Background: an optimization exercise with open tools, aiming at small area and a short achievable clock period. Do not read the settings as production practice.
Only simulation tests tie the RTL to the original design; equivalence was not proved.
No activity file was given, so power comes from the tool's default toggle rates.

// s_axi_template
module s_axi_template #(
		parameter integer C_S_AXI_ID_WIDTH	= 1,
		parameter integer C_S_AXI_DATA_WIDTH	= 64,
		parameter integer C_S_AXI_ADDR_WIDTH	= 32,
		parameter integer C_S_AXI_AWUSER_WIDTH	= 1,
		parameter integer C_S_AXI_ARUSER_WIDTH	= 1,
		parameter integer C_S_AXI_WUSER_WIDTH	= 1,
		parameter integer C_S_AXI_RUSER_WIDTH	= 1,
		parameter integer C_S_AXI_BUSER_WIDTH	= 1
	)
	(
		output wire [15:0] P_buf,  
		output wire [15:0] A_dbg,
		output wire [15:0] B_dbg,
		output wire [15:0] C_dbg,
		output wire [ 3:0] mode_sel_dbg,
		input wire  S_AXI_ACLK,
		input wire  S_AXI_ARESETN,
		input wire [C_S_AXI_ID_WIDTH-1 : 0] S_AXI_AWID,
		input wire [C_S_AXI_ADDR_WIDTH-1 : 0] S_AXI_AWADDR,
		input wire [7 : 0] S_AXI_AWLEN,
		input wire [2 : 0] S_AXI_AWSIZE,
		input wire [1 : 0] S_AXI_AWBURST,
		input wire  S_AXI_AWLOCK,
		input wire [3 : 0] S_AXI_AWCACHE,
		input wire [2 : 0] S_AXI_AWPROT,
		input wire [3 : 0] S_AXI_AWQOS,
		input wire [3 : 0] S_AXI_AWREGION,
		input wire [C_S_AXI_AWUSER_WIDTH-1 : 0] S_AXI_AWUSER,
		input wire  S_AXI_AWVALID,
		output wire  S_AXI_AWREADY,
		input wire [C_S_AXI_DATA_WIDTH-1 : 0] S_AXI_WDATA,
		input wire [(C_S_AXI_DATA_WIDTH/8)-1 : 0] S_AXI_WSTRB,
		input wire  S_AXI_WLAST,
		input wire [C_S_AXI_WUSER_WIDTH-1 : 0] S_AXI_WUSER,
		input wire  S_AXI_WVALID,
		output wire  S_AXI_WREADY,
		output wire [C_S_AXI_ID_WIDTH-1 : 0] S_AXI_BID,
		output wire [1 : 0] S_AXI_BRESP,
		output wire [C_S_AXI_BUSER_WIDTH-1 : 0] S_AXI_BUSER,
		output wire  S_AXI_BVALID,
		input wire  S_AXI_BREADY,
		input wire [C_S_AXI_ID_WIDTH-1 : 0] S_AXI_ARID,
		input wire [C_S_AXI_ADDR_WIDTH-1 : 0] S_AXI_ARADDR,
		input wire [7 : 0] S_AXI_ARLEN,
		input wire [2 : 0] S_AXI_ARSIZE,
		input wire [1 : 0] S_AXI_ARBURST,
		input wire  S_AXI_ARLOCK,
		input wire [3 : 0] S_AXI_ARCACHE,
		input wire [2 : 0] S_AXI_ARPROT,
		input wire [3 : 0] S_AXI_ARQOS,
		input wire [3 : 0] S_AXI_ARREGION,
		input wire [C_S_AXI_ARUSER_WIDTH-1 : 0] S_AXI_ARUSER,
		input wire  S_AXI_ARVALID,
		output wire  S_AXI_ARREADY,
		output wire [C_S_AXI_ID_WIDTH-1 : 0] S_AXI_RID,
		output wire [C_S_AXI_DATA_WIDTH-1 : 0] S_AXI_RDATA,
		output wire [1 : 0] S_AXI_RRESP,
		output wire  S_AXI_RLAST,
		output wire [C_S_AXI_RUSER_WIDTH-1 : 0] S_AXI_RUSER,
		output wire  S_AXI_RVALID,
		input wire  S_AXI_RREADY
	);
Settings: LEC_CHECK=0, ABC_AREA=1, ABC_CLOCK_PERIOD_IN_PS=4000, CAP_MARGIN=20, CORE_MARGIN=2, CORE_UTILIZATION=50, CTS_BUF_LIST=sky130_fd_sc_hd__clkbuf_4 sky130_fd_sc_hd__clkbuf_8, CTS_CLUSTER_SIZE=40, SLEW_MARGIN=20; clock period 10.0 ns.
standard.sh (not shown) runs the stock make flow with config.mk's settings and CLKGATE_MAP_FILE= SYNTH_SCRIPT=/design/flow/synth_recipe.tcl, a recipe that flattens the netlist after the stock synthesis.
==> flow/flow/run.sh <==
#!/bin/bash
# The standard layout (standard.sh) with these changes:
#  - the port buffers are sky130_fd_sc_hd__buf_1 instead of the cell that
#    buffer_ports picks by itself;
#  - resizing may change a cell's footprint (MATCH_CELL_FOOTPRINT=0);
#  - the constant outputs share one tie cell (SKIP_REPAIR_TIE_FANOUT=1);
#  - timing repair aims for 5.2 ns of setup slack (SETUP_SLACK_MARGIN=5.2).
# ORFS writes each step's log under orfs/logs; make's own output goes to standard.log.
set -euo pipefail
bash standard.sh BUFFER_PORTS_ARGS="-buffer_cell sky130_fd_sc_hd__buf_1" MATCH_CELL_FOOTPRINT=0 SKIP_REPAIR_TIE_FANOUT=1 SETUP_SLACK_MARGIN=5.2 finish > standard.log 2>&1
The starting point completed with no timing, DRC or antenna violations.
Rerun with:
==> flow/flow/run.sh (replaced) <==
#!/bin/bash
# The standard layout (standard.sh), with the port buffers made from
# sky130_fd_sc_hd__buf_1 instead of the cell buffer_ports picks by itself.
set -euo pipefail
bash standard.sh BUFFER_PORTS_ARGS="-buffer_cell sky130_fd_sc_hd__buf_1" MATCH_CELL_FOOTPRINT=0 finish > standard.log 2>&1
Settings changed: CORE_UTILIZATION 50 to 40, SETUP_SLACK_MARGIN set to 5.
Result: Sequential share of layout area came out lower by 0.28 points; combinational power is about the same; clock skew is about the same; routed wire length came out higher by a few percent; first-iteration DRC count came out lower by a little under a tenth; register-to-register slack gets better by 0.05 ns; total power came out higher by a few percent; die area came out higher by a quarter to a third; critical path depth came out lower by 1; cell count came out higher by a few percent.
Rerun with:
==> flow/flow/run.sh (replaced) <==
#!/bin/bash
# The standard layout (standard.sh) with these changes:
#  - the port buffers are sky130_fd_sc_hd__buf_1 instead of the cell that
#    buffer_ports picks by itself;
#  - resizing may change a cell's footprint (MATCH_CELL_FOOTPRINT=0);
#  - the constant outputs share one tie cell (SKIP_REPAIR_TIE_FANOUT=1);
#  - timing repair aims for 5.4 ns of setup slack (SETUP_SLACK_MARGIN=5.4).
# ORFS writes each step's log under orfs/logs; make's own output goes to standard.log.
set -euo pipefail
bash standard.sh BUFFER_PORTS_ARGS="-buffer_cell sky130_fd_sc_hd__buf_1" MATCH_CELL_FOOTPRINT=0 SKIP_REPAIR_TIE_FANOUT=1 SETUP_SLACK_MARGIN=5.4 finish > standard.log 2>&1
Settings changed: CORE_UTILIZATION 40 to 50, SETUP_SLACK_MARGIN 5 to not set.
After rerunning: Via count rises by 0.69%; worst setup slack gets better by 0.26 ns; routed wire length falls by 2.9%; design area rises by 2.0%; core utilization rises by 12 points; final cell count falls by 4.7%.
Rerun with:
Settings changed: CORE_UTILIZATION 50 to 40, GPL_TIMING_DRIVEN set to 0.
=> The changed run finished with timing, DRC and antenna clean. Worst hold slack stays flat. Worst setup slack degrades by 0.080 ns. Wire length rises by roughly a tenth. Global-route usage falls by 2.9 points. Register-to-register slack improves by 0.10 ns. Via count rises by a few percent. Die area rises by a quarter to a third. Design area rises by a few percent. Clock-buffer cell count falls by 2. Critical path depth is unchanged.
Rerun with:
==> flow/flow/run.sh (replaced) <==
#!/bin/bash
# The standard layout (standard.sh) with these changes:
#  - the port buffers are sky130_fd_sc_hd__buf_1 instead of the cell that
#    buffer_ports picks by itself;
#  - resizing may change a cell's footprint (MATCH_CELL_FOOTPRINT=0);
#  - the constant outputs share one tie cell (SKIP_REPAIR_TIE_FANOUT=1).
# ORFS writes each step's log under orfs/logs; make's own output goes to standard.log.
set -euo pipefail
bash standard.sh BUFFER_PORTS_ARGS="-buffer_cell sky130_fd_sc_hd__buf_1" MATCH_CELL_FOOTPRINT=0 SKIP_REPAIR_TIE_FANOUT=1 finish > standard.log 2>&1
Settings changed: GPL_TIMING_DRIVEN 0 to not set, SETUP_SLACK_MARGIN set to 5.
=> The new run produced a clean layout. Design area decreases by 8.1%. Final cell count is lower by 6.8%. Register-to-register slack degrades by 0.07 ns. Combinational power fell by 23%. Non-clock buffer count decreases by 118. Core utilization goes down by 3.9 points. Hold slack stays flat. Clock skew goes down by 0.0067 ns. Total power came out higher by 4.9%.

[re-timing with driven ports]
No port has a modelled driver above. Below, the same layouts with a new extraction and two added sets of constraints.
Step 1 assumes that a clkbuf_16 drives the clock port and a buf_2 every other input.
Step 2, shift: input delay + t, output delay - t, t = (earliest + latest rising clock arrival at the registers) / 2. This alone moves slack from input paths to output paths.
a / b / c = no drivers / after step 1 / after step 2; a / b = the first two.
run	shift t [ns]	setup slack, ns	hold slack, ns
the first run	0.492	5.246 / 5.247 / 4.755	0.454 / 0.454 / 0.454
the second run	0.520	5.170 / 5.183 / 4.664	0.456 / 0.456 / 0.456
the third run	0.498	5.431 / 5.391 / 4.986	0.454 / 0.454 / 0.454
the fourth run	0.508	5.350 / 5.306 / 4.941	0.457 / 0.457 / 0.457
the fifth run	0.490	5.177 / 5.193 / 4.702	0.456 / 0.456 / 0.456
After both steps every run listed still meets setup and hold. The setup slack of the second run, which loses most, moves by +0.013 ns with the drivers and by -0.506 ns with both steps.
